Context: an optimization exercise on an open-source flow, tuned for small area and a short achievable clock period. The choices shown serve that exercise and are no tape-out recipe.
No functional check of the RTL was part of this run.

[flow/config.mk]
export PLATFORM = sky130hd
export DESIGN_NAME = FFT_TOB
export DESIGN_NICKNAME = FFT_TOB
export VERILOG_FILES = /design/flow/design.v
export SDC_FILE = /design/flow/constraint.sdc
export NUM_CORES = 4
export LEC_CHECK = 0
export CAP_MARGIN = 20
export CORE_MARGIN = 2
export CORE_UTILIZATION = 40
export SLEW_MARGIN = 20
[flow/constraint.sdc]
create_clock -name core_clock -period 27.0 [get_ports {clk}]
set_input_delay 5.4000 -clock core_clock [delete_from_list [all_inputs] [get_ports {clk}]]
set_output_delay 5.4000 -clock core_clock [all_outputs]
set_load 0.01 [all_outputs]
[flow/design.v]
module tw_engine (
  input  wire [15:0] ar,
  input  wire [15:0] ai,
  input  wire        w1, w3, w9, w2, w6,
  output wire [15:0] zr,
  output wire [15:0] zi
);
  wire rm = w1 | w3 | w9;             
  wire [16:0] ts = {ar[15], ar} + {ai[15], ai};           
  wire [16:0] g  = {ai[15], ai} + ~{ar[15], ar};          
  wire od_p = g[16] & ~g[15];    
  wire od_n = ~g[16] & g[15];    
  wire os_p = ~ts[16] & ts[15];  
  wire os_n = ts[16] & ~ts[15];  
  wire [26:0] ar_x = {{11{ar[15]}}, ar};
  wire [26:0] ai_x = {{11{ai[15]}}, ai};
  wire [26:0] ts_x = {{10{ts[16]}}, ts};
  wire [26:0] g_x  = {{10{g[16]}}, g};
  wire [26:0] ru = w1 ? ar_x : w3 ? ai_x : ~ar_x;
  wire [26:0] rv = w1 ? ai_x : w3 ? ar_x : ~ai_x;
  wire [26:0] rt = w2 ? ts_x : g_x;
  wire [26:0] rc = (w9 ? 27'd2676 : 27'd0) + (w6 ? 27'd1448 : 27'd0);
  wire [26:0] rbr = w1 ? 27'd1892 : w3 ? 27'd784 : w9 ? -27'd1892 : w2 ? 27'd1448 : -27'd1448;
  wire [26:0] rcor = od_p ? -(rbr << 16) : od_n ? (rbr << 16) : 27'd0;
  wire [26:0] iu = w1 ? ai_x : w3 ? ~ar_x : ~ai_x;
  wire [26:0] iv = w1 ? ~ar_x : w3 ? ai_x : ar_x;
  wire [26:0] it = w2 ? g_x : ~ts_x;
  wire [26:0] ic = (w1 ? 27'd784 : 27'd0) + (w3 ? 27'd1892 : 27'd0) + (w9 ? 27'd1892 : 27'd0) + ((w2|w6) ? 27'd1448 : 27'd0);
  wire [26:0] ibi = w1 ? -27'd784 : w3 ? -27'd1892 : w9 ? 27'd784 : -27'd1448;
  wire [26:0] icor = os_p ? -(ibi << 16) : os_n ? (ibi << 16) : 27'd0;
  wire [26:0] rk, ik;
  tw_rows u_r (.rm(rm), .u(ru), .v(rv), .t(rt), .c(rc + rcor), .k(rk));
  tw_rows u_i (.rm(rm), .u(iu), .v(iv), .t(it), .c(ic + icor), .k(ik));
  assign zr = rk[26:11];
  assign zi = ik[26:11];
endmodule
module tw_rows (
  input  wire        rm,
  input  wire [26:0] u, v, t, c,
  output wire [26:0] k
);
  wire [26:0] a11 = rm ? u : t;
  wire [26:0] a75 = rm ? u : (t << 2);
  wire [26:0] a2  = rm ? u : (t << 1);
  wire [26:0] b98 = rm ? v : 27'd0;
  wire [26:0] b4  = rm ? v : (t << 1);
  assign k = (a11 << 11) - (a75 << 7) - (a75 << 5) + (a2 << 2)
           + (b98 << 9) + (b98 << 8) + (b4 << 4) + c;
endmodule
module FFT_TOB (
  input  wire signed [15:0] Input_re,
  input  wire signed [15:0] Input_Im,
  input  wire               cordic_Valid,
  input  wire               clk,
  input  wire               rst,
  output wire signed [15:0] Output_FFT_Re,
  output wire signed [15:0] Output_FFT_Im,
  output wire               Data_Valid
);
  reg [3:0] p;
  reg       dv;
  always @(posedge clk or negedge rst)
    if (!rst) begin
      p  <= 4'd0;
      dv <= 1'b0;
    end else begin
      if (cordic_Valid) p <= p + 4'd1;
      if (p == 4'd14)   dv <= 1'b1;
    end
  assign Data_Valid = dv;
  wire p3 = p[3], p2 = p[2], p1 = p[1], p0 = p[0];
  reg [127:0] d1r, d1i;    
  reg [63:0]  d2r, d2i;    
  reg [31:0]  d3r, d3i;    
  reg [15:0]  d4r, d4i;    
  reg [15:0]  zr, zi;      
  reg [15:0]  ar, ai;      
  wire [15:0] xr = Input_re, xi = Input_Im;
  wire [15:0] r1r = d1r[127:112], r1i = d1i[127:112];
  wire [15:0] r2r = d2r[63:48],   r2i = d2i[63:48];
  wire [15:0] r3r = d3r[31:16],   r3i = d3i[31:16];
  wire [15:0] r4r = d4r,          r4i = d4i;
  wire [15:0] s1r = p3 ? r1r + xr : r1r;
  wire [15:0] s1i = p3 ? r1i + xi : r1i;
  wire [15:0] w1r = p3 ? r1r - xr : xr;
  wire [15:0] w1i = p3 ? r1i - xi : xi;
  wire c2 = ~p3 & p2;
  wire [15:0] w2r = p2 ? (c2 ? r2r - r1i : r2r - s1r) : s1r;
  wire [15:0] w2i = p2 ? (c2 ? r2i + r1r : r2i - s1i) : s1i;
  wire [15:0] s2r = r2r + s1r;
  wire [15:0] s2i = r2i + s1i;
  wire [3:0]  q   = p + 4'd1;
  wire [15:0] t2r = d2r[47:32], t2i = d2i[47:32];
  wire [15:0] t1r = d1r[111:96], t1i = d1i[111:96];
  wire        qsw = ~q[3] & q[2];
  wire [15:0] yr  = qsw ? t2r + t1i : t2r;
  wire [15:0] yi  = qsw ? t2i - t1r : t2i;
  wire qw1 = (q == 4'd5);
  wire qw3 = (q == 4'd7) | (q == 4'd9);
  wire qw9 = (q == 4'd11);
  wire qw2 = (q == 4'd1) | (q == 4'd6);
  wire qw6 = (q == 4'd3) | (q == 4'd10);
  wire qw4 = (q == 4'd2);
  wire qmul = qw1 | qw3 | qw9 | qw2 | qw6;
  wire [15:0] er, ei;
  tw_engine u_tw (.ar(yr), .ai(yi), .w1(qw1), .w3(qw3), .w9(qw9), .w2(qw2), .w6(qw6),
                  .zr(er), .zi(ei));
  wire        x3  = p3 & p2;                 
  wire [15:0] mr  = x3 ? s2r : zr;
  wire [15:0] mi  = x3 ? s2i : zi;
  wire [15:0] w3r = p1 ? r3r - mr : mr;
  wire [15:0] w3i = p1 ? r3i - mi : mi;
  wire [15:0] s3or = p1 ? r3r + zr : r3r;
  wire [15:0] s3oi = p1 ? r3i + zi : r3i;
  wire [15:0] s3tr = p1 ? r3r + mr : r3r;
  wire [15:0] s3ti = p1 ? r3i + mi : r3i;
  wire c5 = p0 & ~p1;
  wire [15:0] i4or = c5 ? r3i : s3or;
  wire [15:0] i4oi = c5 ? -r3r : s3oi;
  wire [15:0] i4tr = c5 ? r3i : s3tr;
  wire [15:0] i4ti = c5 ? -r3r : s3ti;
  wire [15:0] w4r = p0 ? r4r - i4tr : i4tr;
  wire [15:0] w4i = p0 ? r4i - i4ti : i4ti;
  wire [15:0] o4r = p0 ? r4r + i4or : r4r;
  wire [15:0] o4i = p0 ? r4i + i4oi : r4i;
  wire        first = (p == 4'd0);
  wire [15:0] sumr = (first ? 16'd0 : ar) + xr;
  wire [15:0] sumi = (first ? 16'd0 : ai) + xi;
  wire        last = (p == 4'd15);
  assign Output_FFT_Re = last ? sumr : o4r;
  assign Output_FFT_Im = last ? sumi : o4i;
  always @(posedge clk) begin
    d1r <= {d1r[111:0], w1r};  d1i <= {d1i[111:0], w1i};
    d2r <= {d2r[47:0],  w2r};  d2i <= {d2i[47:0],  w2i};
    d3r <= {d3r[15:0],  w3r};  d3i <= {d3i[15:0],  w3i};
    d4r <= w4r;                d4i <= w4i;
    zr  <= qmul ? er : qw4 ? yi : yr;
    zi  <= qmul ? ei : qw4 ? -yr : yi;
    ar  <= sumr;               ai  <= sumi;
  end
endmodule
[flow/run.sh]
#!/bin/bash
# synth_recipe.tcl (not shown) runs the flow's synth.tcl, then flattens the netlist and writes it again
# the make line also repeats each setting of config.mk as NAME=value (left out here)
make -C /OpenROAD-flow-scripts/flow DESIGN_CONFIG=/design/flow/config.mk WORK_HOME=/design/flow/orfs CLKGATE_MAP_FILE= SYNTH_SCRIPT=/design/flow/synth_recipe.tcl finish
==> run summary <==
==> logic make-up after synthesis <==
logic type	share of synthesized area [%]
fa+ha+maj	24.8
buf+inv	6.54
xor+xnor	7.40
simple gates	14.2
compound gates	18.3
mux	3.24
flops	25.5
==> placed cells by master, fill, tap and decap left out, types with 57 or more instances in the layout <==
master	n
clkdlybuf4s50_1	67
nor3_1	83
nand3_1	57
a21o_1	95
fa_1	233
mux2i_1	95
o21a_1	58
a21oi_1	426
xor2_1	97
inv_1	565
dfxtp_1	544
nand2_1	421
o21ai_0	300
ha_1	483
nor2_1	392
xnor2_1	257
==> worst paths after layout <==
kind	start	end	cells after the start	slack (ns)
min in group asynchronous	rst	p[1]	1	5.07
max	Input_Im[1]	Output_FFT_Im[15]	16	11.75
max reg2reg	p[0]	zr[15]	34	15.75
max in group asynchronous	rst	p[3]	1	21.61
min	d2i[0]	d2i[16]	0	0.31
min reg2reg	d2i[0]	d2i[16]	0	0.31
==> registers in the layout, indices dropped and copies added (netlist names) <==
register	cells
d1i	128
d1r	128
d2i	64
d2r	64
d3i	32
d3r	32
ai	16
ar	16
d4i	16
d4r	16
zi	16
zr	16
p	4
dv	1
==> worst max-delay path, cell delays in order <==
cell and delay (ns):
clkdlybuf4s50_1 0.62, ha_1 0.28, a21o_1 0.18, a21oi_1 0.22
o21ai_0 0.12, a21oi_1 0.23, o21ai_0 0.12, a21oi_1 0.24
o21ai_0 0.18, o41ai_1 0.67, o21ai_0 0.20, o21a_1 0.21
nor2_1 0.17, xnor2_1 0.18, mux2_2 0.28, clkdlybuf4s50_1 0.56
==> layout make-up <==
| cell class | instances | area, µm² | area share (%) |
|---|---|---|---|
| Sequential cell | 549 | 11000 | 23.5 |
| Clock buffer | 62 | 1370 | 2.91 |
| Multi-Input combinational cell | 3754 | 29400 | 62.5 |
| Timing Repair Buffer | 103 | 938 | 2.00 |
| Tap cell | 1403 | 1760 | 3.74 |
| Antenna cell | 4 | 10.0 | 0.0213 |
| Inverter | 572 | 2150 | 4.57 |
| Clock inverter | 32 | 355 | 0.757 |
==> per-stage QoR <==
stage | cell area [µm²] | setup WS (ns)
after floorplan | 43100 | 13.65
after global placement | 45200 | 11.83
after detailed placement | 45200 | 11.84
after CTS | 47000 | 11.82
after global routing | 47000 | 11.48
final | 47000 | 11.75
==> per-layer routing <==
metal	up-vias	global-route usage (%)	share of wire, %
met5	-	0	0
met4	0	7.50	3.3
met3	186	3.15	6.2
met2	933	38.3	45
met1	16600	32.4	45
li1	17100	-	-
==> metrics.cfg <==
[synthesis]
synth.most_common_cell = inv_1
synthFlopType = dfxtp_1
synth_top_cell_by_area = dfxtp_1
syn_nets = 5795
synth_area_leaders = dfxtp_1, ha_1, fa_1
synth_top_area_share_pct = 25.2
synth_area_um2 = 43100
async_flop_share_pct = 0.911
synth_edf_count = 0
yosysSeqAreaShare_pct = 25.5
synth_common_cells = inv_1, dfxtp_1, ha_1
ys_seq_elements = 549
ys_warn_count = 1
syn_area_per_cell_um2 = 8.56
synth_cell_types = 111
syn_inst = 5043

[timing]
relSlewSlack_pct = 24.7
clock_skew_ns = 0.0239
fmax_mhz = 65.6
period_minus_slack_ns = 15.25
rsz0062_at_grt = no
setup_tns_ns = 0
final_max_slew_viol_count = 0
holdWs_ns = 0.314
tightest_slew_ns = 1.12
period_share_pct = 56.5
finalSetupViolCount = 0
hold_violations = 0

[clock_network]
post-cts-setup-buffers = 0
clockRootBuffer = clkbuf_16
clock_latency_ns = 0.62
cts_tree = yes
cts.repair.resized = 0
clk_path_buf_depth = 3
cts.sinks = 549
cts.reportedPaths.clkPinSlew_ns = 0.07
ctsHoldBuffers = 0
cts_buffers = 51
htreeDepth = 2

[floorplanning]
dieArea_um2 = 111000
die_h_um = 332
die_w_um = 332
design.core.area_um2 = 107000
start_util_pct = 40.3
ioPinCount = 68
rows = 120

[routing]
viasPerCell = 5.37
ant_nets = 0
routedWlPerCell_um = 20.4
vias = 34800
drt-initial-drc-count = 2527
drt_pass1_iterations = 7
finalWirelength_mm = 132
drcViolationCount = 0

[global_routing]
gr-total-overflow = 0
grt_pass1_wl_mm = 201
antenna_found_initial = 8
grt_pass1_vias = 33500
grt_max_degree = 71
grt_usage_pct = 23.6

[worst_setup_path]
end_kind = output port
setup.worst_path.class = input port to output port
critPathRequiredTime_ns = 21.60
arrival_ns = 9.85
worst_setup_path_start_kind = input port
cp_max_fo = 5

[placement]
dp_cells = 6381
portBuffers = 67
hpwl_mm = 108
gp_congestion = 0.955

[cells_and_area]
fillers = 10600
drive_above_1_share_pct = 5.11
syn_to_final_growth_pct = 8.85
utilization_pct = 43.9
fin_nets = 5783
fin_cells = 6479

[status]
outcome = no timing/DRC/antenna violations

[flow_run]
maxCapViolations = 0

[min_path]
hold_class = flop to flop

separate check: timing with driven ports:
The flow's constraints put no driver on any port. The routed layout listed below was extracted and timed again, unchanged, in two steps. Step 1, drivers: a clkbuf_16 drives clk and a buf_2 each remaining input, both assumed. Step 2 also shifts input and output timing later by t, the mid clock arrival at the registers, as if the neighbouring blocks saw the same clock. Three values: ideal ports, drivers, drivers and shift; two values: the first two.
t, ns: 0.667
slack for setup (ns): 11.748 / 11.716 / 11.716
worst data-port slew with drivers (ns): 0.06
cell pins on the clock port's net: 1
After both steps this run still meets setup and hold. For this run, drivers alone change the setup slack by -0.032 ns; drivers and shift together by -0.032 ns.
